Source: an optimization exercise on an open RTL-to-GDS flow (aim: small area). Production flows keep margins and buffers that such runs may drop. In this exercise RTL edits were held to simulation tests only and were not proved equivalent to the original. No activity file was given, so power comes from the tool's default toggle rates. No driver is modelled on the clock port, so clocking that relies on it looks cheaper here than on a real chip.

===== flow/constraint.sdc =====
create_clock -name core_clock -period 8.0 [get_ports {clk}]
set_input_delay 1.6000 -clock core_clock [delete_from_list [all_inputs] [get_ports {clk}]]
set_output_delay 1.6000 -clock core_clock [all_outputs]
set_load 0.01 [all_outputs]

===== flow/run.sh =====
#!/bin/bash
# synth_recipe.tcl (not shown) runs the flow's synth.tcl, then flattens the netlist and writes it again
# the make line also repeats each setting of config.mk as NAME=value (left out here)
make -C /OpenROAD-flow-scripts/flow DESIGN_CONFIG=/design/flow/config.mk WORK_HOME=/design/flow/orfs CLKGATE_MAP_FILE= SYNTH_SCRIPT=/design/flow/synth_recipe.tcl finish

===== flow/design.v =====
module vacc (
	clk,
	ce,
	rst,
	acc_n,
	data_in,
	sync,
	trig,
	data_out,
	we,
	addr
);
	parameter integer VECTOR_WIDTH = 5;
	parameter integer INPUT_WIDTH = 36;
	parameter integer OUTPUT_WIDTH = 40;
	localparam integer N = 2 ** VECTOR_WIDTH;
	localparam integer W = OUTPUT_WIDTH;
	input wire clk;
	input wire ce;
	input wire rst;
	input wire [31:0] acc_n;
	input wire [INPUT_WIDTH - 1:0] data_in;
	input wire sync;
	input wire trig;
	output reg [OUTPUT_WIDTH - 1:0] data_out;
	output reg we;
	output reg [VECTOR_WIDTH - 1:0] addr;
	localparam [2:0] S_WAIT_SYNC = 3'd0;
	localparam [2:0] S_WAIT_TRIG = 3'd1;
	localparam [2:0] S_WAIT_START = 3'd2;
	localparam [2:0] S_ACC = 3'd3;
	localparam [2:0] S_DRAIN = 3'd4;
	reg [2:0] state;
	reg [VECTOR_WIDTH - 1:0] data_addr;
	reg stale_drain;
	reg [1:0] shifts;
	reg [31:0] accumulations;
	reg [INPUT_WIDTH - 1:0] last_data_in;
	wire in_acc = state == S_ACC;
	wire in_drain = state == S_DRAIN;
	wire start = data_addr == (N - 1);
	wire finish = addr == (N - 1);
	wire acc_done = accumulations == acc_n;
	always @(posedge clk)
		if (rst)
			data_addr <= 0;
		else if (ce && (state != S_WAIT_SYNC))
			data_addr <= data_addr + 1'b1;
	always @(posedge clk)
		if (rst)
			state <= S_WAIT_SYNC;
		else if (ce)
			case (state)
				S_WAIT_SYNC: if (sync) state <= S_WAIT_TRIG;
				S_WAIT_TRIG: if (trig) state <= S_WAIT_START;
				S_WAIT_START: if (start) state <= S_ACC;
				S_ACC: if (acc_done) state <= S_DRAIN;
				S_DRAIN: if (finish) state <= S_WAIT_TRIG;
				default: state <= state;
			endcase
	always @(posedge clk)
		if (rst) begin
			stale_drain <= 1'b0;
			shifts <= 2'd0;
		end
		else if (ce && in_drain && finish) begin
			stale_drain <= 1'b1;
			shifts <= 2'd0;
		end
		else if (ce && (in_acc || in_drain) && (shifts != 2'd3))
			shifts <= shifts + 1'b1;
	wire steady = shifts == 2'd3;
	wire in_place = shifts[1];
	reg [VECTOR_WIDTH - 1:0] out_addr;
	always @(*)
		if (steady)
			out_addr = data_addr - 2'd3;
		else if (stale_drain)
			out_addr = {3'd0, shifts} + 1'b1;
		else
			out_addr = 0;
	wire [32:0] acc_carry;
	assign acc_carry[0] = 1'b1;
	genvar gi;
	generate
		for (gi = 0; gi < 32; gi = gi + 1) begin : inc
			assign acc_carry[gi + 1] = acc_carry[gi] & accumulations[gi];
		end
	endgenerate
	always @(posedge clk)
		if (rst)
			accumulations <= 0;
		else if (ce && in_acc && in_place && (data_addr == 5'd1))
			accumulations <= accumulations ^ acc_carry[31:0];
		else if (ce && in_drain)
			accumulations <= 0;
	always @(posedge clk)
		last_data_in <= data_in;
	always @(posedge clk)
		if (rst || !(ce && in_drain))
			addr <= 0;
		else
			addr <= out_addr;
	always @(posedge clk)
		if (rst)
			we <= 0;
		else
			we <= ce && in_drain && !finish;
	reg acc_valid;
	always @(posedge clk)
		acc_valid <= !rst && ce && in_acc;
	reg [N * W - 1:0] ring;
	reg [N - 1:0] zero;
	wire add_now = in_acc && !acc_done && acc_valid;
	wire keep_now = in_acc && !acc_done && !acc_valid;
	wire [W - 1:0] word31 = zero[N - 1] ? {W {1'b0}} : ring[(N - 1) * W +: W];
	wire [W - 1:0] addend = {{(W - INPUT_WIDTH) {1'b0}}, last_data_in};
	wire [W - 1:0] sum;
	vacc_add #(.W(W), .K(5)) adder (.a(word31), .b(addend), .s(sum));
	reg [VECTOR_WIDTH - 1:0] zpos;
	always @(*)
		if (in_acc)
			zpos = in_place ? 5'd29 : (stale_drain ? 5'd1 : ~{3'd0, shifts});
		else
			zpos = steady ? 5'd28 : (stale_drain ? 5'd0 : ~{3'd0, shifts});
	wire zwrite = in_drain || (in_acc && (!acc_valid || !in_place));
	integer k;
	always @(posedge clk)
		if (ce) begin
			ring[(N - 2) * W - 1:0] <= ring[(N - 1) * W - 1:W];
			ring[(N - 2) * W +: W] <= add_now ? sum : ring[(N - 1) * W +: W];
			ring[(N - 1) * W +: W] <= ring[0 +: W];
		end
	always @(posedge clk)
		if (rst)
			zero <= {N {1'b1}};
		else if (ce) begin
			for (k = 0; k < N; k = k + 1)
				if ((k >= N - 4) || (k <= 1))
					zero[k] <= zero[(k + 1) % N] || (zwrite && (zpos == k));
				else
					zero[k] <= zero[(k + 1) % N];
			if (add_now)
				zero[N - 2] <= 1'b0;
			else if (keep_now)
				zero[N - 2] <= zero[N - 1];
		end
	reg rd_sel;
	reg rd_zero;
	always @(posedge clk)
		if (ce) begin
			rd_sel <= !steady && stale_drain;
			rd_zero <= steady ? zero[N - 3] : (stale_drain ? zero[1] : 1'b1);
		end
	always @(*)
		if (ce && in_drain && we && !rd_zero)
			data_out = rd_sel ? ring[0 +: W] : ring[(N - 4) * W +: W];
		else
			data_out = 0;
endmodule
module vacc_add (
	a,
	b,
	s
);
	parameter integer W = 40;
	parameter integer K = 5;
	localparam integer NG = (W + K - 1) / K;
	input wire [W - 1:0] a;
	input wire [W - 1:0] b;
	output wire [W - 1:0] s;
	wire [W - 1:0] g = a & b;
	wire [W - 1:0] p = a ^ b;
	wire [W:0] c;
	wire [NG:0] gc;
	wire [NG - 1:0] gg;
	wire [NG - 1:0] gp;
	assign gc[0] = 1'b0;
	genvar j, i;
	generate
		for (j = 0; j < NG; j = j + 1) begin : grp
			localparam integer LO = j * K;
			localparam integer HI = ((LO + K) < W ? (LO + K) : W) - 1;
			wire [HI - LO + 1:0] gs;
			wire [HI - LO + 1:0] ps;
			assign gs[0] = 1'b0;
			assign ps[0] = 1'b1;
			for (i = LO; i <= HI; i = i + 1) begin : bt
				assign gs[i - LO + 1] = g[i] | (p[i] & gs[i - LO]);
				assign ps[i - LO + 1] = p[i] & ps[i - LO];
				if (i > LO) begin : rip
					assign c[i] = g[i - 1] | (p[i - 1] & c[i - 1]);
				end
			end
			assign gg[j] = gs[HI - LO + 1];
			assign gp[j] = ps[HI - LO + 1];
			assign c[LO] = gc[j];
			assign gc[j + 1] = gg[j] | (gp[j] & gc[j]);
		end
	endgenerate
	assign c[W] = gc[NG];
	assign s = p ^ c[W - 1:0];
endmodule

===== flow/config.mk =====
export PLATFORM = sky130hd
export DESIGN_NAME = vacc
export DESIGN_NICKNAME = vacc
export VERILOG_FILES = /design/flow/design.v
export SDC_FILE = /design/flow/constraint.sdc
export NUM_CORES = 4
export LEC_CHECK = 0
export CAP_MARGIN = 20
export CORE_MARGIN = 2
export CORE_UTILIZATION = 40
export CTS_BUF_LIST = sky130_fd_sc_hd__clkbuf_16
export CTS_CLUSTER_DIAMETER = 100
export CTS_CLUSTER_SIZE = 24
export SLEW_MARGIN = 20

==> reports/metrics.csv, run 1 <==
stage,metric,value,unit
outcome,status,timing/DRC/antenna clean,
synthesis,ys async rst share,0,%
timing,skew final,0.0256,ns
cts,post-CTS resize count,0,
cts,Max clock buf depth,3,
synthesis,"count leader, synth",edfxtp_1,
cts,CTS tree,done,
cts,Root Driver,clkbuf_16,
die,die height,343,um
synthesis,Cell variety after synth,49,
timing,Tightest Pin Transition,1.20,ns
worst_hold_path,Worst Hold Path Cells,0,
timing,Tmin final,6.42,ns
die,core region area,0.114,mm^2
synthesis,Mean Syn Cell Area,22.1,um^2
power_and_ir_drop,Overall Power,12.6,mW
timing,final setup violation count,0,
routing,Avg Vias per Cell,4.73,
timing,final worst-path cycle share,80.2,%
placement,IO buf count,118,
timing,max_slew headroom,20.1,%
synthesis,Synth Instances,2072,
grt,initial antenna violation count,2,
die,chip width,343,um
power_and_ir_drop,Leak,17.4,nW
grt,number of global-route vias before repair,17600,
cts,Worst-path clk slew,0.10,ns
run,max cap viols,0,
placement,hpwl dp,36400,um
critical_path,Worst R2R Setup Slack,1.58,ns
synthesis,sequential area share after synthesis,89.1,%
routing,First-pass DRT Iterations,5,
critical_path,Setup Crit Path Kind,reg2reg,
cts,clock latency on the worst-skew pair,0.65,ns
timing,Sum Neg Setup Slack,0,ns
critical_path,R2R depth,17,
critical_path,CP max FO,3,
synthesis,syn_nets,2242,
cts,# hold bufs at CTS,0,
grt,largest net degree at the start of global routing,206,
routing,WL final,67700,um
timing,final-report max-slew violation count,0,
synthesis,synthesis-stage register bit count,1400,
timing,FMAX,156,MHz
worst_hold_path,Hold WC Path Type,reg2reg,
die,Die Area,0.117,mm^2
grt,Tot GR Track Use,11.3,%
routing,Vias,18000,
routing,WL per Instance,17.8,um
die,initial core utilization,40.2,%
timing,RSZ-0062 raised after global routing,false,
final_layout,Area Growth Syn to Fin,11.3,%
power_and_ir_drop,cell area power density,247,mW/mm^2
worst_hold_path,Hold Startpoint,ring[1112]$_DFFE_PP_,
final_layout,Layout Nets,2406,
placement,"number of placed instances, taps included",3675,
cts,Post-CTS Setup Bufs,0,
final_layout,Filler Cells Inserted,9492,
critical_path,Critical Path RT,8.41,ns
routing,DRC errors left,0,
final_layout,Non-Filler Instances,3800,
critical_path,Worst setup EP type,flip-flop,
synthesis,Post-synth EDFFs,1282,
die,# rows,124,
placement,GP Congestion,0.814,
cts,clk sink count,1400,
cts,CTS Buf Count,69,
critical_path,CP startpoint kind,flip-flop,
worst_hold_path,hold worst-path end,ring[1072]$_DFFE_PP_,
die,IO Pins,119,
critical_path,reg2reg end,ring[1233]$_DFFE_PP_,
critical_path,Reg-to-Reg Start,ring[1240]$_DFFE_PP_,
grt,first-pass GRT wire length,104000,um
synthesis,"Warnings, synthesis",1,
timing,Final Hold Viols,0,
synthesis,Yosys top cell by area,edfxtp_1,
synthesis,Synth Flop Type,edfxtp_1,
critical_path,crit path DAT,6.83,ns
cts,H-tree Lvls,3,
power_and_ir_drop,peak supply drop,0.000151,V
grt,Overflow after GRT,0,
synthesis,area share of the leading cell type in the synthesized netlist,83.9,%
routing,DRC violation total after the first TritonRoute iteration,1650,
routing,Post-DRT Antenna Nets,0,
synthesis,synth top area cells,"edfxtp_1 (84%), dfxtp_1 (5.2%), ha_1 (1.9%)",
synthesis,Mapped Area,0.0459,mm^2
synthesis,synth cell count leaders,"edfxtp_1 (1282), dfxtp_1 (118), nand2_1 (76), nor2_1 (71), mux2i_1 (70)",
final_layout,layout cells sized above 1,5.99,%
power by group:
| part | switching, mW | internal [mW] | leakage (nW) |
|---|---|---|---|
| Combinational | 0.178 | 0.0769 | 2.77 |
| Sequential | 0.133 | 8.41 | 13.5 |
| Clock | 2.14 | 1.66 | 1.15 |
| Total | 2.45 | 10.1 | 17.4 |
state kept, by name, summed over array words and instances, names as in the netlist:
| name | count |
|---|---|
| ring | 1280 |
| last_data_in | 36 |
| accumulations | 32 |
| zero | 32 |
| addr | 5 |
| data_addr | 5 |
| state | 3 |
| shifts | 2 |
| acc_valid | 1 |
| rd_sel | 1 |
| rd_zero | 1 |
| stale_drain | 1 |
| we | 1 |
metal layers:
layer	global-route usage (%)	up-vias	wire (um)
met2	16.2	279	29200
met3	2.27	93	2720
met1	17.7	9333	34400
met5	0	-	0
met4	2.84	0	1330
li1	-	8257	-
through the flow:
stage	instance area (um^2)	setup slack (ns)	hold WS, ns	utilization, %
detailed placement	49000	1.42	0.405	42.9
CTS	51000	1.40	0.410	44.7
global placement	48900	1.47	0.401	42.9
floorplan	45900	2.16	0.400	-
global route	51000	1.11	0.420	44.8
finish	51100	1.58	0.406	44.8
worst max-delay path, stage by stage, from the launching register on:
cell and delay (ns):
edfxtp_1 0.39, nor2b_1 0.15, ha_1 0.19, fa_1 0.42
fa_1 0.43, fa_1 0.42, fa_1 0.44, a21oi_1 0.15
o21ai_0 0.16, a31oi_1 0.39, o21ai_0 0.31, a31oi_1 0.49
o21bai_1 0.18, fa_1 0.43, fa_1 0.45, fa_1 0.44
fa_1 0.46, mux2_2 0.28
cell usage in the layout, fill, tap and decap left out, types with 2 or more instances in the layout:
master,n
and3_1,2
nand2b_1,5
clkbuf_16,72
a21oi_1,56
inv_1,56
nand3b_1,4
a211oi_1,5
a21o_1,2
mux2_4,4
buf_12,5
xnor2_1,9
buf_4,12
nor4_1,10
clkdlybuf4s50_1,117
inv_8,2
buf_6,3
nand4_1,5
a221oi_1,3
mux2i_1,70
xor2_1,37
inv_6,5
a31oi_1,2
nand4b_1,2
nor3_1,10
nand2_1,76
o21ai_0,14
mux2_2,24
dfxtp_1,117
fa_1,29
ha_1,68
mux2_1,5
nor2b_1,39
nand3_1,39
clkinv_1,2
edfxtp_1,1282
and2_1,3
nor2_1,71
final cells by class:
cell class,count,area (um^2),share of cell area [%]
inverter,17,63.8,0.125
antenna,1,2.50,0.00490
multi-input combinational,610,4770,9.34
timing repair buffer,138,1420,2.79
sequential,1400,40900,80.0
clock buffer,72,1800,3.53
clock inverter,50,241,0.473
tap,1512,1890,3.71
logic make-up after synthesis:
| group | count (synthesis) | synth area share [%] |
|---|---|---|
| flip-flops | 1400 | 89.1 |
| adder cells (fa/ha/maj) | 97 | 3.12 |
| multiplexers | 103 | 2.37 |
| AND/OR/NAND/NOR | 272 | 2.83 |
| AO/OA/AOI/OAI | 92 | 1.16 |
| XOR/XNOR | 46 | 0.878 |
| buffers and inverters | 62 | 0.551 |
worst max path at each step:
stage | from | end | depth (start not counted) | slack (ns)
6_report | ring[1240]$_DFFE_PP_ | ring[1233]$_DFFE_PP_ | 17 | 1.58
3_5_place_dp | ring[1240]$_DFFE_PP_ | ring[1233]$_DFFE_PP_ | 17 | 1.42
3_3_place_gp | ring[1240]$_DFFE_PP_ | ring[1233]$_DFFE_PP_ | 17 | 1.47
2_1_floorplan | accumulations[1]$_SDFFE_PP0P_ | accumulations[31]$_SDFFE_PP0P_ | 33 | 2.16
4_1_cts | ring[1240]$_DFFE_PP_ | ring[1233]$_DFFE_PP_ | 17 | 1.40
5_1_grt | ring[1240]$_DFFE_PP_ | ring[1233]$_DFFE_PP_ | 17 | 1.11
==> run 2, diff against run 1 <==
--- a/flow/config.mk
+++ b/flow/config.mk
@@ -11,4 +11,4 @@
 export CTS_BUF_LIST = sky130_fd_sc_hd__clkbuf_16
 export CTS_CLUSTER_DIAMETER = 100
-export CTS_CLUSTER_SIZE = 24
+export CTS_CLUSTER_SIZE = 30
 export SLEW_MARGIN = 20
==> reports/metrics.csv, run 2 <==
stage,metric,value,unit
placement,IO buf count,118,
final_layout,Reg area,0.0409,mm^2
routing,Avg Vias per Cell,4.73,
worst_hold_path,Hold WC Path Type,reg2reg,
timing,FMAX,156,MHz
placement,hpwl dp,36400,um
die,chip width,343,um
die,# rows,124,
placement,placed standard-cell area,0.0490,mm^2
outcome,status,timing/DRC/antenna clean,
synthesis,sequential area share after synthesis,89.1,%
critical_path,CP max FO,3,
die,Die Area,0.117,mm^2
synthesis,synthesis-stage register bit count,1400,
routing,First-pass DRT Iterations,5,
grt,first-pass GRT wire length,103000,um
cts,CTS tree,done,
die,initial core utilization,40.2,%
critical_path,CP startpoint kind,flip-flop,
cts,Max clock buf depth,3,
synthesis,ys async rst share,0,%
critical_path,Setup Crit Path Kind,reg2reg,
cts,CTS Buf Count,53,
final_layout,Final Cell Area,0.0506,mm^2
critical_path,crit path DAT,6.85,ns
synthesis,post-synthesis xor/xnor area fraction,0.878,%
final_layout,Area Growth Syn to Fin,10.3,%
synthesis,Mapped Area,0.0459,mm^2
power_and_ir_drop,peak supply drop,0.000149,V
synthesis,Post-synth EDFFs,1282,
synthesis,largest family of logic cells by synthesized area,adder cells,
timing,Sum Neg Setup Slack,0,ns
cts,Root Driver,clkbuf_16,
routing,Vias,17900,
timing,Tightest Pin Transition,1.10,ns
synthesis,Mean Syn Cell Area,22.1,um^2
power_and_ir_drop,cell area power density,240,mW/mm^2
final_layout,max reg flops,1280,
placement,GP Congestion,0.814,
synthesis,"count leader, synth",edfxtp_1,
final_layout,Layout Nets,2389,
timing,RSZ-0062 raised after global routing,false,
cts,post-CTS resize count,0,
timing,final-report max-slew violation count,0,
final_layout,layout cells sized above 1,5.04,%
routing,WL per Instance,17.9,um
grt,initial antenna violation count,3,
grt,Tot GR Track Use,11.2,%
cts,Worst-path clk slew,0.11,ns
run,max cap viols,0,
final_layout,"commonest non-fill, non-tap cells in the layout","edfxtp_1 (1282), dfxtp_1 (117), clkdlybuf4s50_1 (117), nand2_1 (76), nor2_1 (71)",
final_layout,biggest regs,"ring: 1280 flops, last_data_in: 36 flops",
final_layout,area of the multi-input gates,0.00477,mm^2
cts,H-tree Lvls,2,
critical_path,Critical Path RT,8.43,ns
synthesis,synth cell count leaders,"edfxtp_1 (1282), dfxtp_1 (118), nand2_1 (76), nor2_1 (71), mux2i_1 (70)",
timing,final worst-path cycle share,80.2,%
routing,WL final,67500,um
power_and_ir_drop,Leak,17.2,nW
final_layout,"most common cell after layout, fill and taps aside",edfxtp_1,
synthesis,area share of the leading cell type in the synthesized netlist,83.9,%
timing,Final Hold Viols,0,
synthesis,synth top area cells,"edfxtp_1 (84%), dfxtp_1 (5.2%), ha_1 (1.9%)",
synthesis,Cell variety after synth,49,
timing,final setup violation count,0,
synthesis,post-synthesis simple-gate area fraction,2.83,%
die,die height,343,um
grt,largest net degree at the start of global routing,206,
grt,Overflow after GRT,0,
cts,Post-CTS Setup Bufs,0,
synthesis,"Warnings, synthesis",1,
synthesis,Synth Flop Type,edfxtp_1,
timing,skew final,0.0274,ns
routing,DRC violation total after the first TritonRoute iteration,1718,
synthesis,Post-Synth Adder-Cell Area,3.12,%
cts,clk sink count,1400,
cts,# hold bufs at CTS,0,
final_layout,Filler Cells Inserted,9539,
synthesis,syn_nets,2242,
die,IO Pins,119,
synthesis,Yosys top cell by area,edfxtp_1,
timing,Tmin final,6.42,ns
critical_path,Worst setup EP type,flip-flop,
routing,DRC errors left,0,
synthesis,Synth Instances,2072,
grt,number of global-route vias before repair,17500,
synthesis,Synth Area in Compound Gates,1.16,%
final_layout,Reg with most FFs,ring,
timing,max_slew headroom,26.6,%
routing,Post-DRT Antenna Nets,0,
die,core region area,0.114,mm^2
synthesis,multiplexer share of the synthesized area,2.37,%
cts,clock latency on the worst-skew pair,0.67,ns
-- run 2: cell types whose count changed in the layout (fill, tap and decap cells not counted), sizes merged --
| cell | delta |
|---|---|
| buf | -1 |
| clkbuf | -17 |
| clkinv | -1 |
| inv | -5 |
-- run 2: power by group --
group | internal [mW] | switching [mW]
Sequential | 8.41 | 0.133
Combinational | 0.0761 | 0.178
Clock | 1.28 | 2.04
-- run 2: per-stage QoR --
step	setup slack [ns]	total power, mW	instances	hold WS [ns]	util (%)
after floorplan	2.16	8.70	2072	0.400	-
after global placement	1.47	8.94	3674	0.401	42.9
after detailed placement	1.42	8.96	3675	0.405	42.9
after CTS	1.38	12.3	3774	0.410	44.3
after global routing	1.10	12.6	3775	0.413	44.3
final	1.58	12.1	3776	0.411	44.3
-- run 2: critical path: stages, from the launching register on --
cell      delay [ns]
edfxtp_1        0.40
nor2b_1         0.15
ha_1            0.20
fa_1            0.42
fa_1            0.43
fa_1            0.42
fa_1            0.43
a21oi_1         0.14
o21ai_0         0.16
a31oi_1         0.40
o21ai_0         0.31
a31oi_1         0.48
o21bai_1        0.18
fa_1            0.43
fa_1            0.45
fa_1            0.44
fa_1            0.46
mux2_2          0.28
-- run 2: cells by family after synthesis --
| kind of cell | Yosys count |
|---|---|
| fa+ha+maj | 97 |
| xor+xnor | 46 |
| simple gates | 272 |
| flops | 1400 |
| compound gates | 92 |
| buf+inv | 62 |
| mux | 103 |
-- run 2: layout make-up --
class | count | area share, %
inverter | 17 | 0.126
antenna | 1 | 0.00495
multi-input combinational | 610 | 9.43
sequential | 1400 | 80.8
clock buffer | 55 | 2.72
clock inverter | 44 | 0.396
tap | 1512 | 3.74
timing repair buffer | 137 | 2.78
-- run 2: path summary, 6_finish.rpt --
path / endpoint / start / depth (start not counted) / slack (ns)
worst max-delay path: ring[1233]$_DFFE_PP_ / ring[1240]$_DFFE_PP_ / 17 / 1.58
worst min register to register: ring[479]$_DFFE_PP_ / ring[519]$_DFFE_PP_ / 0 / 0.41
worst min-delay path: ring[479]$_DFFE_PP_ / ring[519]$_DFFE_PP_ / 0 / 0.41
worst max register to register: ring[1233]$_DFFE_PP_ / ring[1240]$_DFFE_PP_ / 17 / 1.58
-- run 2: layer usage --
metal	global-route usage, %	vias up	part of all wire (%)	wire length, um
met5	0	-	0	0
met4	3.00	0	1.9	1310
met3	1.86	82	3.6	2460
met2	16.1	255	43	29000
met1	17.7	9302	51	34700
li1	-	8225	-	-
==> run 3, diff against run 2 <==
==> flow/flow/run.sh (new file) <==
#!/bin/bash
# Layout flow: the standard layout (standard.sh), with two changes made
# through the ORFS variables the standard scripts read:
#  - the input and output ports get a sky130_fd_sc_hd__buf_1 buffer each
#    (the standard flow picks a larger delay buffer);
#  - clock tree synthesis uses clkbuf_16 buffers on sink clusters of up to 30
#    flip-flops within 100 um, and inserts no dummy loads.
# The whole make output goes to flow_make.log in this folder; ORFS keeps each
# step's own log under orfs/logs/.
set -euo pipefail
export BUFFER_PORTS_ARGS="-buffer_cell sky130_fd_sc_hd__buf_1"
export CTS_ARGS="-sink_clustering_enable -repair_clock_nets -sink_clustering_size 40 -sink_clustering_max_diameter 60 -buf_list sky130_fd_sc_hd__clkbuf_16 -dont_use_dummy_load"
bash standard.sh > flow_make.log 2>&1
==> flow/standard.sh (new file) <==
#!/bin/bash
# synth_recipe.tcl (not shown) runs the flow's synth.tcl, then flattens the netlist and writes it again
# the make line also repeats each setting of config.mk as NAME=value (left out here)
make -C /OpenROAD-flow-scripts/flow DESIGN_CONFIG=/design/flow/config.mk WORK_HOME=/design/flow/orfs CLKGATE_MAP_FILE= SYNTH_SCRIPT=/design/flow/synth_recipe.tcl "${@:-finish}"
removed: flow/run.sh
==> reports/metrics.csv, run 3 <==
stage,metric,value,unit
routing,DRC violation total after the first TritonRoute iteration,1813,
critical_path,R2R depth,17,
grt,Tot GR Track Use,11.3,%
critical_path,Reg-to-Reg Start,ring[1240]$_DFFE_PP_,
timing,Sum Neg Setup Slack,0,ns
synthesis,Yosys top cell by area,edfxtp_1,
grt,Overflow after GRT,0,
cts,Max clock buf depth,3,
synthesis,ys async rst share,0,%
routing,WL final,67400,um
die,chip width,343,um
grt,initial antenna violation count,5,
outcome,status,timing/DRC/antenna clean,
final_layout,max reg flops,1280,
synthesis,synth top area cells,"edfxtp_1 (84%), dfxtp_1 (5.2%), ha_1 (1.9%)",
run,max cap viols,0,
power_and_ir_drop,peak supply drop,0.000191,V
critical_path,Worst R2R Setup Slack,1.54,ns
critical_path,crit path DAT,6.86,ns
placement,hpwl dp,36400,um
synthesis,Post-synth EDFFs,1282,
critical_path,Worst setup EP type,flip-flop,
routing,First-pass DRT Iterations,5,
synthesis,post-synthesis xor/xnor area fraction,0.878,%
synthesis,"Warnings, synthesis",1,
synthesis,synthesis-stage register bit count,1400,
die,# rows,124,
final_layout,Reg area,0.0409,mm^2
synthesis,Cell variety after synth,49,
final_layout,area of the multi-input gates,0.00477,mm^2
grt,number of global-route vias before repair,17500,
synthesis,sequential area share after synthesis,89.1,%
synthesis,Synth Area in Compound Gates,1.16,%
synthesis,"count leader, synth",edfxtp_1,
synthesis,Mapped Area,0.0459,mm^2
cts,post-CTS resize count,0,
critical_path,Setup Crit Path Kind,reg2reg,
timing,Tmin final,6.46,ns
timing,FMAX,155,MHz
synthesis,area share of the leading cell type in the synthesized netlist,83.9,%
die,Die Area,0.117,mm^2
final_layout,"most common cell after layout, fill and taps aside",edfxtp_1,
cts,H-tree Lvls,3,
timing,skew final,0.0766,ns
critical_path,Critical Path Start,ring[1240]$_DFFE_PP_,
synthesis,syn_nets,2242,
synthesis,Post-Synth Adder-Cell Area,3.12,%
final_layout,Layout Nets,2429,
final_layout,biggest regs,"ring: 1280 flops, last_data_in: 36 flops",
cts,clk sink count,1400,
cts,Root Driver,clkbuf_16,
critical_path,CP Capture Point,ring[1233]$_DFFE_PP_,
worst_hold_path,Hold WC Path Type,reg2reg,
cts,# hold bufs at CTS,0,
routing,Post-DRT Antenna Nets,0,
cts,Worst-path clk slew,0.09,ns
routing,WL per Instance,17.9,um
final_layout,Filler Cells Inserted,9576,
timing,Tightest Pin Transition,1.34,ns
die,core region area,0.114,mm^2
timing,Final Hold Viols,0,
timing,final setup violation count,0,
routing,Vias,18100,
timing,final hold slack,0.366,ns
cts,Post-CTS Setup Bufs,0,
placement,GP Congestion,0.824,
synthesis,Synth Instances,2072,
power_and_ir_drop,Leak,17.1,nW
die,initial core utilization,40.2,%
final_layout,Area Growth Syn to Fin,10.2,%
cts,CTS Buf Count,93,
placement,IO buf count,118,
final_layout,layout cells sized above 1,6.60,%
timing,RSZ-0062 raised after global routing,false,
timing,final-report max-slew violation count,0,
critical_path,CP startpoint kind,flip-flop,
die,IO Pins,119,
final_layout,Reg with most FFs,ring,
die,die height,343,um
worst_hold_path,Worst Hold Path Cells,0,
grt,first-pass GRT wire length,103000,um
cts,clock latency on the worst-skew pair,0.69,ns
synthesis,synth cell count leaders,"edfxtp_1 (1282), dfxtp_1 (118), nand2_1 (76), nor2_1 (71), mux2i_1 (70)",
routing,DRC errors left,0,
critical_path,Critical Path RT,8.40,ns
final_layout,"commonest non-fill, non-tap cells in the layout","edfxtp_1 (1282), dfxtp_1 (117), buf_1 (116), clkbuf_16 (93), nand2_1 (76)",
synthesis,multiplexer share of the synthesized area,2.37,%
grt,largest net degree at the start of global routing,214,
synthesis,post-synthesis simple-gate area fraction,2.83,%
timing,max_slew headroom,10.6,%
cts,CTS tree,done,
critical_path,CP max FO,3,
critical_path,reg2reg end,ring[1233]$_DFFE_PP_,
routing,Avg Vias per Cell,4.80,
synthesis,Mean Syn Cell Area,22.1,um^2
synthesis,Synth Flop Type,edfxtp_1,
final_layout,# diodes,0,
power_and_ir_drop,cell area power density,256,mW/mm^2
timing,final worst-path cycle share,80.7,%
synthesis,largest family of logic cells by synthesized area,adder cells,
[run 3: cell counts after synthesis]
Identical to the previous run, type by type.
[run 3: worst min path at each step]
stage                        startpoint             endpoint  slack, ns
finish              ring[491]$_DFFE_PP_  ring[451]$_DFFE_PP_       0.37
global route        ring[425]$_DFFE_PP_  ring[385]$_DFFE_PP_       0.36
CTS                 ring[491]$_DFFE_PP_  ring[451]$_DFFE_PP_       0.37
detailed placement  ring[140]$_DFFE_PP_  ring[100]$_DFFE_PP_       0.40
global placement    ring[133]$_DFFE_PP_   ring[93]$_DFFE_PP_       0.40
floorplan            ring[40]$_DFFE_PP_    ring[0]$_DFFE_PP_       0.40
[run 3: layout make-up]
cell class / count / share of cell area [%]
timing repair buffer: 137 / 1.26
sequential: 1400 / 80.8
clock buffer: 93 / 4.60
tap: 1512 / 3.74
inverter: 17 / 0.126
multi-input combinational: 610 / 9.43
[run 3: worst max-delay path, cell delays in order (launching register included)]
cell      delay [ns]
edfxtp_1        0.40
nor2b_1         0.16
ha_1            0.21
fa_1            0.42
fa_1            0.42
fa_1            0.42
fa_1            0.42
a21oi_1         0.14
o21ai_0         0.16
a31oi_1         0.41
o21ai_0         0.33
a31oi_1         0.49
o21bai_1        0.17
fa_1            0.44
fa_1            0.43
fa_1            0.44
fa_1            0.48
mux2_2          0.28
[run 3: layer usage]
layer | routed length, um | track usage [%] | part of all wire (%) | up-vias
met2 | 29000 | 15.8 | 43 | 337
met4 | 1660 | 3.36 | 2.5 | 4
met1 | 33800 | 17.7 | 50 | 9352
met3 | 2990 | 2.30 | 4.4 | 125
li1 | - | - | - | 8263
met5 | 31 | 0 | 0.046 | -
[run 3: cell families after synthesis]
group | after synthesis
xor+xnor | 46
flops | 1400
fa+ha+maj | 97
mux | 103
compound gates | 92
simple gates | 272
buf+inv | 62
[run 3: power by group]
part	leakage [nW]	internal [mW]	total, mW	switching, mW
Combinational	2.46	0.0508	0.225	0.174
Clock	1.15	2.05	4.18	2.13
Sequential	13.5	8.42	8.55	0.134
[run 3: through the flow]
stage | worst slack [ns] | std cells | utilization (%) | instance area [um^2] | total power, mW
floorplan | 2.16 | 2072 | - | 45900 | 8.70
global placement | 1.46 | 3674 | 42.3 | 48200 | 8.92
detailed placement | 1.40 | 3676 | 42.3 | 48200 | 8.93
CTS | 1.31 | 3769 | 44.3 | 50500 | 13.2
global route | 1.04 | 3769 | 44.3 | 50500 | 13.4
finish | 1.54 | 3769 | 44.3 | 50500 | 13.0
==> run 4, diff against run 3 <==
--- a/flow/flow/run.sh
+++ b/flow/flow/run.sh
@@ -10,4 +10,4 @@
 set -euo pipefail
 export BUFFER_PORTS_ARGS="-buffer_cell sky130_fd_sc_hd__buf_1"
-export CTS_ARGS="-sink_clustering_enable -repair_clock_nets -sink_clustering_size 40 -sink_clustering_max_diameter 60 -buf_list sky130_fd_sc_hd__clkbuf_16 -dont_use_dummy_load"
+export CTS_ARGS="-sink_clustering_enable -repair_clock_nets -sink_clustering_size 30 -sink_clustering_max_diameter 100 -buf_list sky130_fd_sc_hd__clkbuf_16 -dont_use_dummy_load"
 bash standard.sh > flow_make.log 2>&1
==> reports/metrics.csv, run 4 <==
stage,metric,value,unit
critical_path,Critical Path RT,8.41,ns
final_layout,"commonest non-fill, non-tap cells in the layout","edfxtp_1 (1282), dfxtp_1 (117), buf_1 (116), nand2_1 (76), nor2_1 (71)",
grt,largest net degree at the start of global routing,214,
final_layout,Reg with most FFs,ring,
grt,number of global-route vias before repair,17200,
cts,clock latency on the worst-skew pair,0.67,ns
timing,final setup violation count,0,
timing,RSZ-0062 raised after global routing,false,
synthesis,syn_nets,2242,
routing,Vias,17800,
cts,Worst-path clk slew,0.11,ns
run,max cap viols,0,
final_layout,Layout Nets,2390,
power_and_ir_drop,Leak,16.6,nW
timing,FMAX,154,MHz
critical_path,crit path DAT,6.92,ns
die,chip width,343,um
cts,CTS Buf Count,54,
power_and_ir_drop,cell area power density,241,mW/mm^2
cts,Max clock buf depth,3,
power_and_ir_drop,Net Sw Frac,19.0,%
cts,Post-CTS Setup Bufs,0,
grt,first-pass GRT wire length,102000,um
timing,Sum Neg Setup Slack,0,ns
critical_path,CP max FO,3,
critical_path,ordered list of cells on the worst path,nor2b_1 > ha_1 > fa_1 > fa_1 > fa_1 > fa_1 > a21oi_1 > o21ai_0 > a31oi_1 > o21ai_0 > a31oi_1 > o21bai_1 > fa_1 > fa_1 > fa_1 > fa_1 > mux2_2,
synthesis,sequential area share after synthesis,89.1,%
synthesis,Yosys top cell by area,edfxtp_1,
synthesis,"count leader, synth",edfxtp_1,
grt,M1 GR Usage,17.5,%
power_and_ir_drop,Clock Power Share,26.6,%
grt,global-route track usage on met3,2.08,%
routing,DRC violation total after the first TritonRoute iteration,1775,
die,initial core utilization,40.2,%
die,core region area,0.114,mm^2
routing,DRC errors left,0,
timing,Final Hold Viols,0,
critical_path,Setup Crit Path Kind,reg2reg,
power_and_ir_drop,sequential power share,71.5,%
critical_path,most frequent CP cell,fa_1,
timing,final-report max-slew violation count,0,
synthesis,Mean Syn Cell Area,22.1,um^2
final_layout,Reg area,0.0409,mm^2
placement,hpwl dp,36400,um
power_and_ir_drop,peak supply drop,0.000178,V
cts,# hold bufs at CTS,0,
placement,IO buf count,118,
grt,Tot GR Track Use,11.0,%
synthesis,Mapped Area,0.0459,mm^2
final_layout,Util after Layout,43.5,%
final_layout,area of the multi-input gates,0.00477,mm^2
critical_path,CP startpoint kind,flip-flop,
placement,placed standard-cell area,0.0482,mm^2
final_layout,Filler Cells Inserted,9658,
timing,Tightest Pin Transition,1.20,ns
critical_path,cell family with the largest share of critical-path delay,adder cells,
synthesis,Synth Flop Type,edfxtp_1,
critical_path,Worst Path Buf+Inv,0,
final_layout,Area Growth Syn to Fin,8.09,%
cts,clk sink count,1400,
outcome,status,timing/DRC/antenna clean,
timing,Tmin final,6.51,ns
synthesis,Post-synth EDFFs,1282,
die,die height,343,um
critical_path,Worst path max stage delay,0.50,ns
die,IO Pins,119,
final_layout,Non-Filler Instances,3731,
synthesis,Synth Instances,2072,
synthesis,synth cell count leaders,"edfxtp_1 (1282), dfxtp_1 (118), nand2_1 (76), nor2_1 (71), mux2i_1 (70)",
synthesis,area share of the leading cell type in the synthesized netlist,83.9,%
synthesis,ys async rst share,0,%
final_layout,max reg flops,1280,
die,Die Area,0.117,mm^2
cts,CTS tree,done,
placement,"number of placed instances, taps included",3676,
critical_path,slowest CP cell,a31oi_1,
routing,First-pass DRT Iterations,5,
final_layout,Final Cell Area,0.0496,mm^2
routing,WL per Instance,17.8,um
synthesis,synth top area cells,"edfxtp_1 (84%), dfxtp_1 (5.2%), ha_1 (1.9%)",
grt,initial antenna violation count,5,
synthesis,Cell variety after synth,49,
routing,Post-DRT Antenna Nets,0,
critical_path,Worst R2R Setup Slack,1.49,ns
grt,Overflow after GRT,0,
routing,WL final,66600,um
worst_hold_path,Hold WC Path Type,reg2reg,
power_and_ir_drop,Overall Power,11.9,mW
power_and_ir_drop,combinational power share,1.9,%
synthesis,synthesis-stage register bit count,1400,
final_layout,biggest regs,"ring: 1280 flops, last_data_in: 36 flops",
routing,Avg Vias per Cell,4.78,
grt,GR peak layer,met1,
critical_path,Worst setup EP type,flip-flop,
synthesis,"Warnings, synthesis",1,
cts,Root Driver,clkbuf_16,
power_and_ir_drop,Psw,2.26,mW
final_layout,"most common cell after layout, fill and taps aside",edfxtp_1,
timing,skew final,0.0768,ns
cts,post-CTS resize count,0,
grt,met2 GRT Util,15.7,%
power_and_ir_drop,Int Pwr,9.67,mW
cts,H-tree Lvls,2,
placement,GP Congestion,0.824,
final_layout,layout cells sized above 1,4.96,%
timing,final worst-path cycle share,81.4,%
timing,max_slew headroom,20.3,%
die,# rows,124,
[run 4: cell counts after synthesis]
No cell type changed its count.
[run 4: power groups by stage]
stage               logic [mW]  clock network (mW)  registers, mW
finish                   0.225                3.17           8.54
global placement         0.221                   0           8.70
detailed placement       0.234                   0           8.70
CTS                      0.232                3.34           8.55
floorplan               0.0650                   0           8.63
global route             0.253                3.56           8.58
[run 4: final cells by class]
| class | instances | share of cell area, % |
|---|---|---|
| inverter | 17 | 0.129 |
| tap | 1512 | 3.82 |
| clock buffer | 54 | 2.73 |
| timing repair buffer | 137 | 1.29 |
| antenna | 1 | 0.00505 |
| sequential | 1400 | 82.4 |
| multi-input combinational | 610 | 9.62 |
[run 4: cells by family (layout without fill, tap and decap cells)]
kind of cell	Yosys count	after routing	share of synthesized area (%)
adders and majority gates	97	97	3.12
DFF	1400	1400	89.1
xor gates and xnor gates	46	46	0.878
and+or+nand+nor	272	272	2.83
muxes	103	103	2.37
AOI/OAI and AO/OA	92	92	1.16
buffers and inverters	62	208	0.551
other	0	1	0
[run 4: final timing paths]
check,from,endpoint,cells past startpoint
setup / recovery,ring[1240]$_DFFE_PP_,ring[1233]$_DFFE_PP_,17
hold / removal,ring[287]$_DFFE_PP_,ring[247]$_DFFE_PP_,0
setup reg to reg,ring[1240]$_DFFE_PP_,ring[1233]$_DFFE_PP_,17
hold reg to reg,ring[287]$_DFFE_PP_,ring[247]$_DFFE_PP_,0
[run 4: layer usage]
| layer | wire [um] | part of all wire (%) | vias up |
|---|---|---|---|
| met5 | 27 | 0.041 | - |
| met4 | 1260 | 1.9 | 4 |
| met3 | 2930 | 4.4 | 87 |
| met2 | 28800 | 43 | 324 |
| met1 | 33600 | 50 | 9240 |
| li1 | - | - | 8171 |
[run 4: through the flow]
stage                     setup WS (ns)  hold WS (ns)
final                              1.49         0.389
after global routing               1.05         0.396
after CTS                          1.31         0.385
after detailed placement           1.40         0.405
after global placement             1.46         0.401
after floorplan                    2.16         0.400
[run 4: worst register-to-register path, stage by stage, from the launching register on]
cell and delay (ns):
edfxtp_1 0.41, nor2b_1 0.15, ha_1 0.20, fa_1 0.42, fa_1 0.42, fa_1 0.42, fa_1 0.42, a21oi_1 0.14
o21ai_0 0.16, a31oi_1 0.42, o21ai_0 0.34, a31oi_1 0.51, o21bai_1 0.18, fa_1 0.44, fa_1 0.43, fa_1 0.44
fa_1 0.48, mux2_2 0.28
==> run 5, diff against run 4 <==
--- a/flow/design.v
+++ b/flow/design.v
@@ -111,38 +111,33 @@
 		acc_valid <= !rst && ce && in_acc;
 	reg [N * W - 1:0] ring;
-	reg [N - 1:0] zero;
 	wire add_now = in_acc && !acc_done && acc_valid;
-	wire keep_now = in_acc && !acc_done && !acc_valid;
-	wire [W - 1:0] word31 = zero[N - 1] ? {W {1'b0}} : ring[(N - 1) * W +: W];
 	wire [W - 1:0] addend = {{(W - INPUT_WIDTH) {1'b0}}, last_data_in};
 	wire [W - 1:0] sum;
-	vacc_add #(.W(W), .K(5)) adder (.a(word31), .b(addend), .s(sum));
-	reg [VECTOR_WIDTH - 1:0] zpos;
-	always @(*)
-		if (in_acc)
-			zpos = in_place ? 5'd29 : (stale_drain ? 5'd1 : ~{3'd0, shifts});
-		else
-			zpos = steady ? 5'd28 : (stale_drain ? 5'd0 : ~{3'd0, shifts});
-	wire zwrite = in_drain || (in_acc && (!acc_valid || !in_place));
-	integer k;
+	vacc_add #(.W(W), .K(5)) adder (.a(ring[(N - 1) * W +: W]), .b(addend), .s(sum));
+	reg post_reset;
+	reg clr_28;
+	reg clr_0;
+	always @(posedge clk)
+		if (rst)
+			post_reset <= 1'b1;
+		else if (ce && in_acc)
+			post_reset <= 1'b0;
 	always @(posedge clk)
 		if (ce) begin
-			ring[(N - 2) * W - 1:0] <= ring[(N - 1) * W - 1:W];
+			clr_28 <= in_drain && steady;
+			clr_0 <= in_drain && !steady && stale_drain;
+		end
+	wire clr_30 = in_acc && in_place && !acc_valid;
+	wire clr_2 = in_acc && !in_place && stale_drain;
+	always @(posedge clk)
+		if (ce) begin
+			ring[W - 1:0] <= ring[2 * W - 1:W];
+			ring[W +: W] <= clr_2 ? {W {1'b0}} : ring[2 * W +: W];
+			ring[(N - 5) * W - 1:2 * W] <= ring[(N - 4) * W - 1:3 * W];
+			ring[(N - 5) * W +: W] <= (clr_28 || post_reset) ? {W {1'b0}} : ring[(N - 4) * W +: W];
+			ring[(N - 4) * W +: W] <= ring[(N - 3) * W +: W];
+			ring[(N - 3) * W +: W] <= clr_30 ? {W {1'b0}} : ring[(N - 2) * W +: W];
 			ring[(N - 2) * W +: W] <= add_now ? sum : ring[(N - 1) * W +: W];
-			ring[(N - 1) * W +: W] <= ring[0 +: W];
-		end
-	always @(posedge clk)
-		if (rst)
-			zero <= {N {1'b1}};
-		else if (ce) begin
-			for (k = 0; k < N; k = k + 1)
-				if ((k >= N - 4) || (k <= 1))
-					zero[k] <= zero[(k + 1) % N] || (zwrite && (zpos == k));
-				else
-					zero[k] <= zero[(k + 1) % N];
-			if (add_now)
-				zero[N - 2] <= 1'b0;
-			else if (keep_now)
-				zero[N - 2] <= zero[N - 1];
+			ring[(N - 1) * W +: W] <= clr_0 ? {W {1'b0}} : ring[0 +: W];
 		end
 	reg rd_sel;
@@ -151,5 +146,5 @@
 		if (ce) begin
 			rd_sel <= !steady && stale_drain;
-			rd_zero <= steady ? zero[N - 3] : (stale_drain ? zero[1] : 1'b1);
+			rd_zero <= !steady && !stale_drain;
 		end
 	always @(*)
==> reports/metrics.csv, run 5 <==
stage,metric,value,unit
timing,skew final,0.0373,ns
synthesis,syn_nets,2239,
grt,Tot GR Track Use,11.6,%
critical_path,Worst setup EP type,flip-flop,
synthesis,"Warnings, synthesis",1,
timing,Final Hold Viols,0,
power_and_ir_drop,Psw,2.28,mW
timing,final worst-path cycle share,82.3,%
final_layout,area of the multi-input gates,0.00506,mm^2
timing,final setup violation count,0,
synthesis,Synth Flop Type,edfxtp_1,
final_layout,Reg area,0.0403,mm^2
synthesis,"count leader, synth",edfxtp_1,
synthesis,Cell variety after synth,50,
cts,Worst-path clk slew,0.11,ns
final_layout,biggest regs,"ring: 1280 flops, last_data_in: 36 flops, accumulations: 32 flops",
timing,Tmin final,6.58,ns
power_and_ir_drop,Clock Power Share,26.2,%
cts,post-CTS resize count,0,
final_layout,"most common cell after layout, fill and taps aside",edfxtp_1,
power_and_ir_drop,peak supply drop,0.000170,V
grt,Overflow after GRT,0,
grt,initial antenna violation count,7,
final_layout,Area Growth Syn to Fin,7.96,%
timing,max_slew headroom,14.3,%
final_layout,Non-Filler Instances,3712,
cts,clock latency on the worst-skew pair,0.65,ns
synthesis,synthesis-stage register bit count,1371,
power_and_ir_drop,sequential power share,71.1,%
timing,FMAX,152,MHz
power_and_ir_drop,cell area power density,240,mW/mm^2
cts,CTS Buf Count,52,
final_layout,"commonest non-fill, non-tap cells in the layout","edfxtp_1 (1284), nor2b_1 (122), buf_1 (117), dfxtp_1 (87), ha_1 (68)",
final_layout,Filler Cells Inserted,9450,
routing,WL per Instance,18.6,um
critical_path,most frequent CP cell,fa_1,
power_and_ir_drop,Int Pwr,9.53,mW
critical_path,Worst path max stage delay,0.62,ns
synthesis,synth top area cells,"edfxtp_1 (85%), dfxtp_1 (3.8%), ha_1 (1.9%)",
critical_path,R2R depth,17,
critical_path,Critical Path RT,8.41,ns
routing,First-pass DRT Iterations,4,
cts,Root Driver,clkbuf_16,
critical_path,slowest CP cell,a31oi_1,
critical_path,Crit path depth,17,
synthesis,Mean Syn Cell Area,22.0,um^2
synthesis,sequential area share after synthesis,88.4,%
synthesis,ys async rst share,0,%
synthesis,area share of the leading cell type in the synthesized netlist,84.6,%
final_layout,max reg flops,1280,
timing,Tightest Pin Transition,1.29,ns
critical_path,Worst Path Buf+Inv,0,
die,initial core utilization,40.4,%
critical_path,CP max FO,3,
grt,number of global-route vias before repair,17500,
synthesis,Post-synth EDFFs,1284,
placement,"number of placed instances, taps included",3656,
cts,CTS tree,done,
die,core region area,0.113,mm^2
grt,largest net degree at the start of global routing,219,
power_and_ir_drop,Overall Power,11.8,mW
timing,Sum Neg Setup Slack,0,ns
critical_path,cell family with the largest share of critical-path delay,adder cells,
die,Die Area,0.117,mm^2
cts,Max clock buf depth,3,
routing,DRC errors left,0,
critical_path,crit path DAT,7.00,ns
cts,clk sink count,1371,
placement,pre-CTS worst setup slack,1.23,ns
placement,IO buf count,118,
run,max cap viols,0,
cts,# hold bufs at CTS,0,
routing,Post-DRT Antenna Nets,0,
timing,final hold slack,0.389,ns
power_and_ir_drop,Net Sw Frac,19.3,%
timing,RSZ-0062 raised after global routing,false,
die,IO Pins,119,
timing,final-report max-slew violation count,0,
die,# rows,123,
routing,Vias,17800,
worst_hold_path,Worst Hold Path Cells,0,
routing,DRC violation total after the first TritonRoute iteration,1842,
final_layout,layout cells sized above 1,5.39,%
final_layout,Layout Nets,2380,
timing,Worst Slack Setup Final,1.42,ns
synthesis,Synth Instances,2069,
worst_hold_path,Hold WC Path Type,reg2reg,
die,die height,342,um
placement,GP Congestion,0.808,
routing,WL final,69100,um
power_and_ir_drop,Leak,16.4,nW
cts,H-tree Lvls,2,
critical_path,ordered list of cells on the worst path,ha_1 > fa_1 > fa_1 > fa_1 > fa_1 > a21oi_1 > o22ai_1 > a311oi_1 > o21ai_0 > a31oi_1 > o21bai_1 > fa_1 > fa_1 > fa_1 > fa_1 > xor2_1 > mux2_4,
final_layout,Reg with most FFs,ring,
synthesis,Yosys top cell by area,edfxtp_1,
cts,Post-CTS Setup Bufs,0,
synthesis,Mapped Area,0.0456,mm^2
critical_path,CP startpoint kind,flip-flop,
synthesis,synth cell count leaders,"edfxtp_1 (1284), nor2b_1 (122), dfxtp_1 (87), ha_1 (68), nor2_1 (57)",
die,chip width,342,um
grt,first-pass GRT wire length,106000,um
critical_path,Setup Crit Path Kind,reg2reg,
power_and_ir_drop,combinational power share,2.7,%
routing,Avg Vias per Cell,4.78,
placement,hpwl dp,37600,um
outcome,status,timing/DRC/antenna clean,
[run 5: worst paths after layout]
kind	start	endpoint	slack (ns)
setup / recovery	ring[1240]$_SDFFCE_PP0P_	ring[1234]$_DFFE_PP_	1.42
hold / removal	ring[864]$_DFFE_PP_	ring[824]$_DFFE_PP_	0.39
setup reg to reg	ring[1240]$_SDFFCE_PP0P_	ring[1234]$_DFFE_PP_	1.42
hold reg to reg	ring[864]$_DFFE_PP_	ring[824]$_DFFE_PP_	0.39
[run 5: area by class of cell]
type	instances	area share [%]
antenna	4	0.0203
clock buffer	52	2.64
inverter	10	0.0763
multi-input combinational	640	10.3
sequential	1371	81.9
tap	1500	3.81
timing repair buffer	135	1.30
[run 5: metal layers]
metal | GRT usage [%] | share of wire [%] | routed length, um
met1 | 18.1 | 50 | 34500
met5 | 0 | 0.090 | 62
met3 | 2.43 | 5.2 | 3600
met2 | 16.5 | 43 | 29500
met4 | 2.89 | 2.1 | 1420
[run 5: metrics by stage]
| stage | util [%] | cell area [um^2] |
|---|---|---|
| after detailed placement | 42.5 | 47900 |
| after CTS | 43.6 | 49200 |
| after global placement | 42.5 | 47900 |
| after floorplan | - | 45600 |
| final | 43.6 | 49200 |
| after global routing | 43.6 | 49200 |
[run 5: cell families after synthesis]
logic type | after synthesis | share of synthesized area [%]
compound gates | 70 | 0.906
xor+xnor | 47 | 0.903
fa+ha+maj | 97 | 3.14
buf+inv | 58 | 0.571
flops | 1371 | 88.4
mux | 82 | 1.99
simple gates | 344 | 4.10
[run 5: power by group through the flow]
| stage | Sequential [mW] | Combinational, mW | Clock [mW] |
|---|---|---|---|
| after floorplan | 8.49 | 0.127 | 0 |
| after global placement | 8.54 | 0.309 | 0 |
| after CTS | 8.40 | 0.326 | 3.25 |
| final | 8.39 | 0.318 | 3.10 |
| after detailed placement | 8.55 | 0.326 | 0 |
| after global routing | 8.43 | 0.360 | 3.47 |
==> run 6, diff against run 5 <==
--- a/flow/design.v
+++ b/flow/design.v
@@ -116,6 +116,9 @@
 	vacc_add #(.W(W), .K(5)) adder (.a(ring[(N - 1) * W +: W]), .b(addend), .s(sum));
 	reg post_reset;
-	reg clr_28;
-	reg clr_0;
+	reg zero_29;
+	reg zero_28;
+	reg drained_28;
+	reg zero_1;
+	reg zero_0;
 	always @(posedge clk)
 		if (rst)
@@ -125,19 +128,18 @@
 	always @(posedge clk)
 		if (ce) begin
-			clr_28 <= in_drain && steady;
-			clr_0 <= in_drain && !steady && stale_drain;
-		end
-	wire clr_30 = in_acc && in_place && !acc_valid;
-	wire clr_2 = in_acc && !in_place && stale_drain;
+			zero_29 <= in_acc && in_place && !acc_valid;
+			zero_28 <= zero_29;
+			drained_28 <= in_drain && steady;
+			zero_1 <= in_acc && !in_place && stale_drain;
+			zero_0 <= zero_1 || (in_drain && !steady && stale_drain);
+		end
+	wire clear_28 = post_reset || drained_28 || zero_28;
 	always @(posedge clk)
 		if (ce) begin
-			ring[W - 1:0] <= ring[2 * W - 1:W];
-			ring[W +: W] <= clr_2 ? {W {1'b0}} : ring[2 * W +: W];
-			ring[(N - 5) * W - 1:2 * W] <= ring[(N - 4) * W - 1:3 * W];
-			ring[(N - 5) * W +: W] <= (clr_28 || post_reset) ? {W {1'b0}} : ring[(N - 4) * W +: W];
-			ring[(N - 4) * W +: W] <= ring[(N - 3) * W +: W];
-			ring[(N - 3) * W +: W] <= clr_30 ? {W {1'b0}} : ring[(N - 2) * W +: W];
+			ring[(N - 5) * W - 1:0] <= ring[(N - 4) * W - 1:W];
+			ring[(N - 5) * W +: W] <= clear_28 ? {W {1'b0}} : ring[(N - 4) * W +: W];
+			ring[(N - 2) * W - 1:(N - 4) * W] <= ring[(N - 1) * W - 1:(N - 3) * W];
 			ring[(N - 2) * W +: W] <= add_now ? sum : ring[(N - 1) * W +: W];
-			ring[(N - 1) * W +: W] <= clr_0 ? {W {1'b0}} : ring[0 +: W];
+			ring[(N - 1) * W +: W] <= zero_0 ? {W {1'b0}} : ring[0 +: W];
 		end
 	reg rd_sel;
@@ -146,5 +148,5 @@
 		if (ce) begin
 			rd_sel <= !steady && stale_drain;
-			rd_zero <= !steady && !stale_drain;
+			rd_zero <= steady ? zero_29 : (!stale_drain || zero_1);
 		end
 	always @(*)
--- a/flow/config.mk
+++ b/flow/config.mk
@@ -8,7 +8,4 @@
 export CAP_MARGIN = 20
 export CORE_MARGIN = 2
-export CORE_UTILIZATION = 40
-export CTS_BUF_LIST = sky130_fd_sc_hd__clkbuf_16
-export CTS_CLUSTER_DIAMETER = 100
-export CTS_CLUSTER_SIZE = 30
+export CORE_UTILIZATION = 60
 export SLEW_MARGIN = 20
==> reports/metrics.csv, run 6 <==
stage,metric,value,unit
outcome,status,timing/DRC/antenna clean,
power_and_ir_drop,Psw,2.21,mW
critical_path,Worst path max stage delay,0.35,ns
routing,Post-DRT Antenna Nets,0,
worst_hold_path,Hold Startpoint,ring[580]$_DFFE_PP_,
cts,post-CTS resize count,0,
synthesis,synth top area cells,"edfxtp_1 (86%), dfxtp_1 (3.9%), ha_1 (1.9%)",
final_layout,Layout Nets,2315,
synthesis,Cell variety after synth,44,
synthesis,Post-synth EDFFs,1287,
die,die height,278,um
die,initial core utilization,60.6,%
run,max cap viols,0,
cts,H-tree Lvls,2,
synthesis,post-synthesis xor/xnor area fraction,0.912,%
critical_path,R2R depth,33,
grt,Overflow after GRT,0,
die,core region area,0.0744,mm^2
synthesis,Mean Syn Cell Area,22.7,um^2
synthesis,multiplexer share of the synthesized area,2.01,%
worst_hold_path,hold worst-path end,ring[540]$_DFFE_PP_,
critical_path,most frequent CP cell,ha_1,
grt,Tot GR Track Use,16.0,%
synthesis,"Warnings, synthesis",1,
die,IO Pins,119,
timing,Sum Neg Setup Slack,0,ns
power_and_ir_drop,cell area power density,244,mW/mm^2
cts,# hold bufs at CTS,0,
routing,WL final,62000,um
cts,Root Driver,clkbuf_16,
final_layout,max reg flops,1280,
critical_path,crit path DAT,6.70,ns
routing,WL per Instance,19.9,um
critical_path,reg2reg end,accumulations[31]$_SDFFE_PP0P_,
final_layout,"commonest non-fill, non-tap cells in the layout","edfxtp_1 (1287), buf_1 (116), dfxtp_1 (87), ha_1 (68), nor2_1 (60)",
synthesis,ys async rst share,0,%
grt,largest net degree at the start of global routing,226,
synthesis,syn_nets,2159,
timing,final worst-path cycle share,77.9,%
final_layout,Reg with most FFs,ring,
synthesis,Synth Flop Type,edfxtp_1,
synthesis,synthesis-stage register bit count,1374,
final_layout,Area Growth Syn to Fin,6.66,%
routing,Avg Vias per Cell,5.48,
placement,hpwl dp,32900,um
placement,GP Congestion,0.872,
critical_path,Worst R2R Setup Slack,1.77,ns
cts,CTS tree,done,
critical_path,Worst setup EP type,flip-flop,
timing,final setup violation count,0,
power_and_ir_drop,Net Sw Frac,18.9,%
synthesis,largest family of logic cells by synthesized area,adder cells,
timing,FMAX,161,MHz
cts,clk sink count,1374,
routing,First-pass DRT Iterations,5,
critical_path,Setup Crit Path Kind,reg2reg,
timing,skew final,0.0483,ns
final_layout,biggest regs,"ring: 1280 flops, last_data_in: 36 flops, accumulations: 32 flops",
critical_path,Reg-to-Reg Start,accumulations[1]$_SDFFE_PP0P_,
routing,DRC errors left,0,
die,chip width,278,um
synthesis,area share of the leading cell type in the synthesized netlist,85.6,%
routing,Vias,17100,
power_and_ir_drop,Int Pwr,9.52,mW
synthesis,Mapped Area,0.0452,mm^2
final_layout,"most common cell after layout, fill and taps aside",edfxtp_1,
final_layout,layout cells sized above 1,5.65,%
timing,RSZ-0062 raised after global routing,false,
cts,Max clock buf depth,3,
critical_path,CP startpoint kind,flip-flop,
timing,Tmin final,6.23,ns
placement,placed standard-cell area,0.0468,mm^2
power_and_ir_drop,Clock Power Share,25.8,%
final_layout,# diodes,0,
die,# rows,100,
power_and_ir_drop,sequential power share,71.7,%
die,Die Area,0.0775,mm^2
synthesis,post-synthesis simple-gate area fraction,3.11,%
final_layout,Final Cell Area,0.0482,mm^2
grt,initial antenna violation count,2,
synthesis,Synth Instances,1989,
cts,Worst-path clk slew,0.11,ns
power_and_ir_drop,combinational power share,2.5,%
cts,clock latency on the worst-skew pair,0.64,ns
timing,final-report max-slew violation count,0,
cts,CTS Buf Count,51,
cts,Post-CTS Setup Bufs,0,
placement,IO buf count,118,
grt,first-pass GRT wire length,95800,um
synthesis,sequential area share after synthesis,89.5,%
worst_hold_path,Hold WC Path Type,reg2reg,
synthesis,Yosys top cell by area,edfxtp_1,
routing,DRC violation total after the first TritonRoute iteration,1635,
timing,Final Hold Viols,0,
critical_path,slowest CP cell,dfxtp_1,
synthesis,synth cell count leaders,"edfxtp_1 (1287), dfxtp_1 (87), ha_1 (68), nor2_1 (60), a21oi_1 (48)",
synthesis,"count leader, synth",edfxtp_1,
critical_path,Critical Path RT,8.47,ns
critical_path,CP max FO,3,
synthesis,Post-Synth Adder-Cell Area,3.17,%
power_and_ir_drop,Leak,16.2,nW
power_and_ir_drop,peak supply drop,0.000177,V
grt,number of global-route vias before repair,16700,
timing,max_slew headroom,30.0,%
timing,Tightest Pin Transition,1.05,ns
synthesis,Synth Area in Compound Gates,0.892,%
worst_hold_path,Worst Hold Path Cells,0,
==> run 6: cell families after synthesis <==
kind of cell,after synthesis
AO/OA/AOI/OAI,71
flip-flops,1374
AND/OR/NAND/NOR,271
adder cells (fa/ha/maj),97
XOR/XNOR,47
buffers and inverters,47
multiplexers,82
==> run 6: layer usage <==
layer  vias to the layer above  share of wire (%)  global-route usage (%)
met5                         -                  0                       0
met4                         0                2.4                    4.49
met3                        79                3.6                    2.26
met2                       261                 43                    22.7
met1                      8842                 51                    26.2
li1                       7887                  -                       -
==> run 6: layout make-up <==
type	instances	area, um^2
tap	969	1210
inverter	9	33.8
timing repair buffer	141	673
sequential	1374	40400
clock buffer	51	1280
fill	4899	26300
multi-input combinational	568	4570
==> run 6: metrics by stage <==
| stage | setup WS, ns | hold WS (ns) | total power, mW | instances | utilization (%) |
|---|---|---|---|---|---|
| after CTS | 1.65 | 0.392 | 11.9 | 3110 | 64.6 |
| after floorplan | 2.16 | 0.400 | 8.62 | 1989 | - |
| after detailed placement | 1.70 | 0.405 | 8.86 | 3059 | 62.9 |
| after global placement | 1.75 | 0.401 | 8.86 | 3059 | 62.9 |
| after global routing | 1.43 | 0.419 | 12.2 | 3112 | 64.7 |
| final | 1.77 | 0.401 | 11.7 | 3112 | 64.7 |
==> run 6: critical path: cells and delay by family, from the launching register on <==
kind                     cells  cell delay, ns
AND/OR/NAND/NOR              2            0.13
adder cells (fa/ha/maj)     30            5.46
XOR/XNOR                     1            0.15
flip-flops                   1            0.35
==> run 6: how the worst max path moves through the flow <==
stage | start | end | cells after the start
6_report | accumulations[1]$_SDFFE_PP0P_ | accumulations[31]$_SDFFE_PP0P_ | 33
5_1_grt | accumulations[1]$_SDFFE_PP0P_ | accumulations[31]$_SDFFE_PP0P_ | 33
4_1_cts | ring[1240]$_SDFFCE_PP0P_ | ring[1229]$_DFFE_PP_ | 18
3_5_place_dp | ring[1240]$_SDFFCE_PP0P_ | ring[1229]$_DFFE_PP_ | 18
3_3_place_gp | ring[1240]$_SDFFCE_PP0P_ | ring[1229]$_DFFE_PP_ | 18
2_1_floorplan | accumulations[1]$_SDFFE_PP0P_ | accumulations[31]$_SDFFE_PP0P_ | 33
==> run 6: power by group through the flow <==
stage	logic [mW]	registers, mW	clock network [mW]
after detailed placement	0.300	8.56	0
after global routing	0.333	8.45	3.39
after global placement	0.290	8.57	0
after CTS	0.298	8.42	3.17
final	0.290	8.41	3.03
after floorplan	0.113	8.51	0
==> run 7, diff against run 6 <==
--- a/flow/config.mk
+++ b/flow/config.mk
@@ -6,6 +6,6 @@
 export NUM_CORES = 4
 export LEC_CHECK = 0
-export CAP_MARGIN = 20
+export CAP_MARGIN = 0
 export CORE_MARGIN = 2
-export CORE_UTILIZATION = 60
-export SLEW_MARGIN = 20
+export CORE_UTILIZATION = 40
+export SLEW_MARGIN = 0
==> reports/metrics.csv, run 7 <==
stage,metric,value,unit
grt,largest net degree at the start of global routing,214,
cts,Post-CTS Setup Bufs,0,
final_layout,Area Growth Syn to Fin,8.14,%
cts,clk sink count,1374,
timing,Tmin final,6.72,ns
timing,max_slew headroom,21.5,%
cts,post-CTS resize count,0,
synthesis,Mapped Area,0.0452,mm^2
timing,Sum Neg Setup Slack,0,ns
synthesis,largest family of logic cells by synthesized area,adder cells,
synthesis,"Warnings, synthesis",1,
routing,Post-DRT Antenna Nets,0,
critical_path,crit path DAT,7.13,ns
die,initial core utilization,40.2,%
synthesis,sequential area share after synthesis,89.5,%
routing,WL per Instance,18.3,um
power_and_ir_drop,Overall Power,11.8,mW
die,IO Pins,119,
critical_path,most frequent CP cell,fa_1,
grt,initial antenna violation count,1,
final_layout,Reg with most FFs,ring,
power_and_ir_drop,cell area power density,242,mW/mm^2
critical_path,Critical Path RT,8.41,ns
cts,clock latency on the worst-skew pair,0.65,ns
run,max cap viols,0,
synthesis,multiplexer share of the synthesized area,2.01,%
final_layout,Util after Layout,43.5,%
timing,skew final,0.0400,ns
critical_path,CP max FO,3,
synthesis,Cell variety after synth,44,
routing,DRC violation total after the first TritonRoute iteration,1852,
synthesis,Synth Flop Type,edfxtp_1,
synthesis,post-synthesis xor/xnor area fraction,0.912,%
synthesis,area share of the leading cell type in the synthesized netlist,85.6,%
timing,final hold slack,0.391,ns
timing,FMAX,149,MHz
grt,Tot GR Track Use,11.3,%
cts,CTS tree,done,
cts,# hold bufs at CTS,0,
routing,Avg Vias per Cell,4.74,
routing,Vias,17200,
die,# rows,123,
power_and_ir_drop,Leak,16.2,nW
synthesis,"count leader, synth",edfxtp_1,
final_layout,biggest regs,"ring: 1280 flops, last_data_in: 36 flops, accumulations: 32 flops",
critical_path,Worst setup EP type,flip-flop,
timing,Worst Slack Setup Final,1.28,ns
placement,pre-CTS worst setup slack,1.16,ns
synthesis,ys async rst share,0,%
placement,"number of placed instances, taps included",3586,
critical_path,Worst path max stage delay,0.73,ns
die,Die Area,0.116,mm^2
grt,Overflow after GRT,0,
final_layout,"most common cell after layout, fill and taps aside",edfxtp_1,
final_layout,max reg flops,1280,
routing,First-pass DRT Iterations,5,
critical_path,ordered list of cells on the worst path,ha_1 > fa_1 > fa_1 > fa_1 > fa_1 > a21oi_1 > o22ai_1 > a311oi_1 > o21ai_0 > a31oi_1 > inv_1 > fa_1 > fa_1 > fa_1 > fa_1 > xor2_1 > mux2_4,
cts,Worst-path clk slew,0.11,ns
critical_path,cell family with the largest share of critical-path delay,adder cells,
final_layout,Layout Nets,2311,
cts,Root Driver,clkbuf_16,
synthesis,Synth Instances,1989,
grt,number of global-route vias before repair,17100,
placement,IO buf count,118,
timing,final setup violation count,0,
power_and_ir_drop,peak supply drop,0.000161,V
synthesis,Post-Synth Adder-Cell Area,3.17,%
placement,placed standard-cell area,0.0475,mm^2
worst_hold_path,Hold WC Path Type,reg2reg,
synthesis,Mean Syn Cell Area,22.7,um^2
cts,Max clock buf depth,3,
final_layout,Filler Cells Inserted,9466,
timing,Final Hold Viols,0,
final_layout,"commonest non-fill, non-tap cells in the layout","edfxtp_1 (1287), buf_1 (116), dfxtp_1 (87), ha_1 (68), nor2_1 (60)",
critical_path,Setup Crit Path Kind,reg2reg,
outcome,status,timing/DRC/antenna clean,
final_layout,Non-Filler Instances,3639,
die,die height,340,um
synthesis,Synth Area in Compound Gates,0.892,%
placement,hpwl dp,35400,um
timing,final-report max-slew violation count,0,
die,chip width,340,um
cts,CTS Buf Count,53,
synthesis,synth top area cells,"edfxtp_1 (86%), dfxtp_1 (3.9%), ha_1 (1.9%)",
critical_path,slowest CP cell,a311oi_1,
synthesis,post-synthesis simple-gate area fraction,3.11,%
synthesis,synth cell count leaders,"edfxtp_1 (1287), dfxtp_1 (87), ha_1 (68), nor2_1 (60), a21oi_1 (48)",
critical_path,CP startpoint kind,flip-flop,
routing,WL final,66400,um
final_layout,# diodes,0,
cts,H-tree Lvls,2,
synthesis,syn_nets,2159,
synthesis,synthesis-stage register bit count,1374,
final_layout,Final Cell Area,0.0488,mm^2
final_layout,layout cells sized above 1,5.47,%
placement,GP Congestion,0.829,
grt,first-pass GRT wire length,103000,um
die,core region area,0.112,mm^2
synthesis,Post-synth EDFFs,1287,
synthesis,Yosys top cell by area,edfxtp_1,
timing,final worst-path cycle share,84.0,%
routing,DRC errors left,0,
timing,Tightest Pin Transition,1.18,ns
critical_path,Worst Path Buf+Inv,1,
timing,RSZ-0062 raised after global routing,false,
[run 7: cell counts after synthesis]
No cell type changed its count.
[run 7: cells by family after synthesis]
group / count (synthesis)
flip-flops: 1374
AND/OR/NAND/NOR: 271
adder cells (fa/ha/maj): 97
multiplexers: 82
AO/OA/AOI/OAI: 71
XOR/XNOR: 47
buffers and inverters: 47
[run 7: cell type report]
cell class | count | area [um^2] | share of cell area (%)
Sequential cell | 1374 | 40400 | 82.7
Multi-Input combinational cell | 568 | 4570 | 9.37
Clock buffer | 53 | 1330 | 2.72
Inverter | 9 | 33.8 | 0.0692
Tap cell | 1500 | 1880 | 3.84
Timing Repair Buffer | 135 | 626 | 1.28
[run 7: final timing paths]
path	from	to	slack [ns]	cells past startpoint
worst max-delay path	ring[1240]$_SDFFCE_PP0P_	ring[1229]$_DFFE_PP_	1.28	17
worst min register to register	ring[923]$_DFFE_PP_	ring[883]$_DFFE_PP_	0.39	0
worst max register to register	ring[1240]$_SDFFCE_PP0P_	ring[1229]$_DFFE_PP_	1.28	17
worst min-delay path	ring[923]$_DFFE_PP_	ring[883]$_DFFE_PP_	0.39	0
[run 7: per-layer routing]
| metal | part of all wire [%] | track usage (%) | vias up |
|---|---|---|---|
| met4 | 1.9 | 2.65 | 0 |
| li1 | - | - | 7888 |
| met1 | 50 | 17.7 | 8983 |
| met5 | 0 | 0 | - |
| met3 | 3.5 | 1.66 | 81 |
| met2 | 44 | 16.7 | 294 |
[run 7: power by group]
part / internal [mW] / switching, mW / leakage, nW
registers: 8.28 / 0.132 / 13.4
logic: 0.0866 / 0.212 / 2.16
clock network: 1.19 / 1.92 / 0.653
total: 9.56 / 2.26 / 16.2

Re-timed with assumed drivers on the ports (clkbuf_16 on the clock, buf_2 on other inputs), run 7 has 1.283 ns of setup slack against 1.283 ns with ideal ports, and 1.283 ns once port delays also move by the mid clock arrival of 0.688 ns.
